This is an optimization exercise on Yosys and OpenROAD, whose aim is small area, not a production implementation. The clock input has no modelled driver; a real chip could not lean on it and would need a root buffer or a full tree. Power is estimated from default activity; no workload was simulated.

job 104:
Design top, start of the top module:
module top(
    input clk,
    input rst,
    input dht_data,
    output tx,
    output led_red,
    output led_green,
    output led_blue
);
For scale: about 210 cells after synthesis, ~59 flip-flops, about 7 I/O pins.
==> flow/config.mk <==
export PLATFORM = sky130hd
export DESIGN_NAME = top
export DESIGN_NICKNAME = top
export VERILOG_FILES = /design/flow/design.v
export SDC_FILE = /design/flow/constraint.sdc
export NUM_CORES = 4
export LEC_CHECK = 0
export CAP_MARGIN = 20
export CORE_MARGIN = 2
export CORE_UTILIZATION = 40
export CTS_BUF_LIST = sky130_fd_sc_hd__clkbuf_16
export CTS_CLUSTER_DIAMETER = 500
export CTS_CLUSTER_SIZE = 60
export SLEW_MARGIN = 20
==> flow/constraint.sdc <==
create_clock -name core_clock -period 20.0 [get_ports {clk}]
set_input_delay 4.0000 -clock core_clock [delete_from_list [all_inputs] [get_ports {clk}]]
set_output_delay 4.0000 -clock core_clock [all_outputs]
set_load 0.01 [all_outputs]
run.sh (not shown) runs the stock make flow with config.mk's settings and CLKGATE_MAP_FILE= SYNTH_SCRIPT=/design/flow/synth_recipe.tcl, a recipe that flattens the netlist after the stock synthesis.
Input-level comparison between job 101 and job 104:
# job 104
export LEC_CHECK = 0
export CAP_MARGIN = 20
export CORE_MARGIN = 2
export CORE_UTILIZATION = 40
export CTS_BUF_LIST = sky130_fd_sc_hd__clkbuf_16
export CTS_CLUSTER_DIAMETER = 500
export CTS_CLUSTER_SIZE = 60
export SLEW_MARGIN = 20
create_clock -name core_clock -period 20.0 [get_ports {clk}]
# job 101
export LEC_CHECK = 0
export CAP_MARGIN = 20
export CORE_MARGIN = 2
export CORE_UTILIZATION = 40
export CTS_BUF_LIST = sky130_fd_sc_hd__clkbuf_8
export CTS_CLUSTER_DIAMETER = 500
export CTS_CLUSTER_SIZE = 60
export SLEW_MARGIN = 20
create_clock -name core_clock -period 20.0 [get_ports {clk}]
==> comparison <==
Job 101 packs its core looser than job 104.
Delta (job 101 minus job 104): routed wire length lost 1.9%; total of max-cap violations neither gained nor lost much; global router's overall resource usage lost 0.37 points; power per cell area lost about 11%.
Function was not checked in any run of this note: the RTL went through the layout flow alone.

== red ==
top, a different RTL version from the one above (not shown whole).
Size in the first run: roughly 200 cells after synthesis, ~57 flip-flops, roughly 7 I/O pins, about 2500 um2 of cells after synthesis.
export LEC_CHECK = 0
export CAP_MARGIN = 0
export CORE_MARGIN = 2
export CORE_UTILIZATION = 40
export SLEW_MARGIN = 0
create_clock -name core_clock -period 20.0 [get_ports {clk}]
standard.sh (not shown) runs the stock make flow with config.mk's settings and CLKGATE_MAP_FILE= SYNTH_SCRIPT=/design/flow/synth_recipe.tcl, a recipe that flattens the netlist after the stock synthesis.
==> flow/flow/run.sh <==
#!/bin/bash
# Own layout flow: the standard flow (standard.sh) with three changes:
#  - synthesis maps with an area-oriented ABC script (flow/area.abc) instead
#    of ORFS's speed script; everything else in synthesis is the standard flow's;
#  - ports are buffered with the smallest buffer (buf_1);
#  - CTS builds a one-level clock tree (flow/clock_tree.tcl) in place of
#    TritonCTS's H-tree; the rest of ORFS's cts.tcl (hold repair etc.) runs.
# Each tool's output stays in orfs/logs/; make's output goes to flow.log.
set -euo pipefail
W=$(pwd)
# ORFS scripts, with cts.tcl calling flow/clock_tree.tcl
rm -rf "$W/scripts"; cp -r "$FLOW_HOME/scripts" "$W/scripts"
sed -i 's|^log_cmd clock_tree_synthesis {\*}\$cts_args$|source '"$W"'/flow/clock_tree.tcl|' "$W/scripts/cts.tcl"
grep -q "flow/clock_tree.tcl" "$W/scripts/cts.tcl"
sed -i 's|^  log_cmd abc {\*}\$abc_args$|  log_cmd abc -script '"$W"'/flow/area.abc {*}[lrange $abc_args 2 end]|' "$W/scripts/synth.tcl"
grep -q "flow/area.abc" "$W/scripts/synth.tcl"
sed -e 's|SYNTH_SCRIPT=[^ ]*|SYNTH_SCRIPT='"$W"'/synth_recipe.tcl SCRIPTS_DIR='"$W"'/scripts CLOCK_BUF=sky130_fd_sc_hd__clkbuf_8 CLOCK_GROUPS=4 "BUFFER_PORTS_ARGS=-buffer_cell sky130_fd_sc_hd__buf_1"|' \
    standard.sh > "$W/my_standard.sh"
grep -q "SCRIPTS_DIR=" "$W/my_standard.sh"
bash "$W/my_standard.sh" > "$W/flow.log" 2>&1
Other scripts of this flow, unchanged in this note and not shown: flow/flow/area.abc, flow/flow/clock_tree.tcl
red did not stop at any stage, and its layout met the timing, DRC and antenna checks.
The following lists how blue was set up differently from red:
- putting PLACE_DENSITY at 0.7 where nothing was set
- swapping 40 for 60 in CORE_UTILIZATION
--- outcome ---
- In the reports for red and blue, the larger switching share of power belongs to red.
- blue against red: sum of net half-perimeters after detailed placement increased 29 um, setup slack decreased by 0.039 ns relative to the old numbers.
- Re global-route met1 utilization: red and blue aren't equal, and the lower value belongs to red.
- NOTE: utilization in blue exceeds that of red
- For the first-pass GRT wire length, blue came in 410 um lower than red did.
- Summary of blue over red: data arrival time of the critical path increased by 0.04 ns relative to the old numbers; met2 track utilization from global routing picked up an extra 9.5 points.
- Looking at setup slack of the most critical reg-to-reg path, blue sits above red.
- The standard cells in blue occupy less silicon area than those in red do.
Modified inputs, green compared to blue
- swapping 60 for 40 in CORE_UTILIZATION
- clearing PLACE_DENSITY, which used to be 0.7
- putting GPL_ROUTABILITY_DRIVEN at 0 where nothing was set
- putting GPL_TIMING_DRIVEN at 0 where nothing was set
==> comparison <==
- green completed every stage of the flow, and the final layout passed the timing, DRC and antenna checks.
- Relative to blue, the total track usage of green is lower by 5.4 points.
- Per the comparison of green with blue, area added between synthesis and finish increased 0.30 points, top achievable clock speed essentially unchanged, post-detailed-route DRC marker count essentially unchanged, worst setup slack decreased 0.0082 ns.
Modified inputs, orange compared to green
- GPL_ROUTABILITY_DRIVEN removed (was 0)
- CAP_MARGIN changed from 0 to 20
- SLEW_MARGIN changed from 0 to 20
- In the tables for orange and green, tightest slew margin relative to the limit reads higher with orange.
- The highest net fanout along the worst path was comparable across orange and green.
- Relative to green, per-cell via count in the routed design increased by about 0.54% in orange.
- The global-route usage was comparable across orange and green.
- Changes observed in orange relative to green: cell area after layout has remained practically unchanged; worst reg-to-reg setup slack has increased.
- As far as area growth from synthesis to layout is concerned, orange and green perform about the same.
Function was not checked in any run of this note: the RTL went through the layout flow alone. No run of this note takes its clock network from TritonCTS; it comes from the design's own scripts or RTL.

static timing again, ports no longer ideal:
No port has a modelled driver above. Below, the same layouts with a new extraction and two added sets of constraints. Step 1 sets driving cells, clkbuf_16 on the clock port and buf_2 on the other inputs (assumed; they add their load-dependent delay and slew). Step 2 times the ports against the registers' clock, not the clock port: input delays grow and output delays shrink by t, the midpoint of the rising clock arrivals with the driver on. a / b / c = ideal ports / drivers / drivers and shift; a / b = the first two.
| run | shift t [ns] | setup WS [ns] | hold slack, ns | worst setup path at the end | latest minus earliest clock arrival (ns) |
|---|---|---|---|---|---|
| job 104 | 0.357 | 13.473 / 13.439 / 13.796 | 0.361 / 0.361 / 0.361 | register to output | 0.007 / 0.007 |
| job 101 | 0.352 | 13.463 / 13.433 / 13.786 | 0.360 / 0.360 / 0.360 | register to output | 0.011 / 0.011 |
| red | 0.202 | 13.951 / 13.894 / 14.096 | 0.378 / 0.378 / 0.378 | register to output | 0.006 / 0.006 |
| blue | 0.193 | 13.912 / 13.861 / 14.054 | 0.379 / 0.379 / 0.379 | register to output | 0.005 / 0.004 |
| green | 0.198 | 13.904 / 13.850 / 14.048 | 0.370 / 0.370 / 0.370 | register to output | 0.005 / 0.006 |
| orange | 0.201 | 13.918 / 13.864 / 14.065 | 0.369 / 0.369 / 0.369 | register to output | 0.008 / 0.008 |
After both steps every run listed still meets setup and hold.
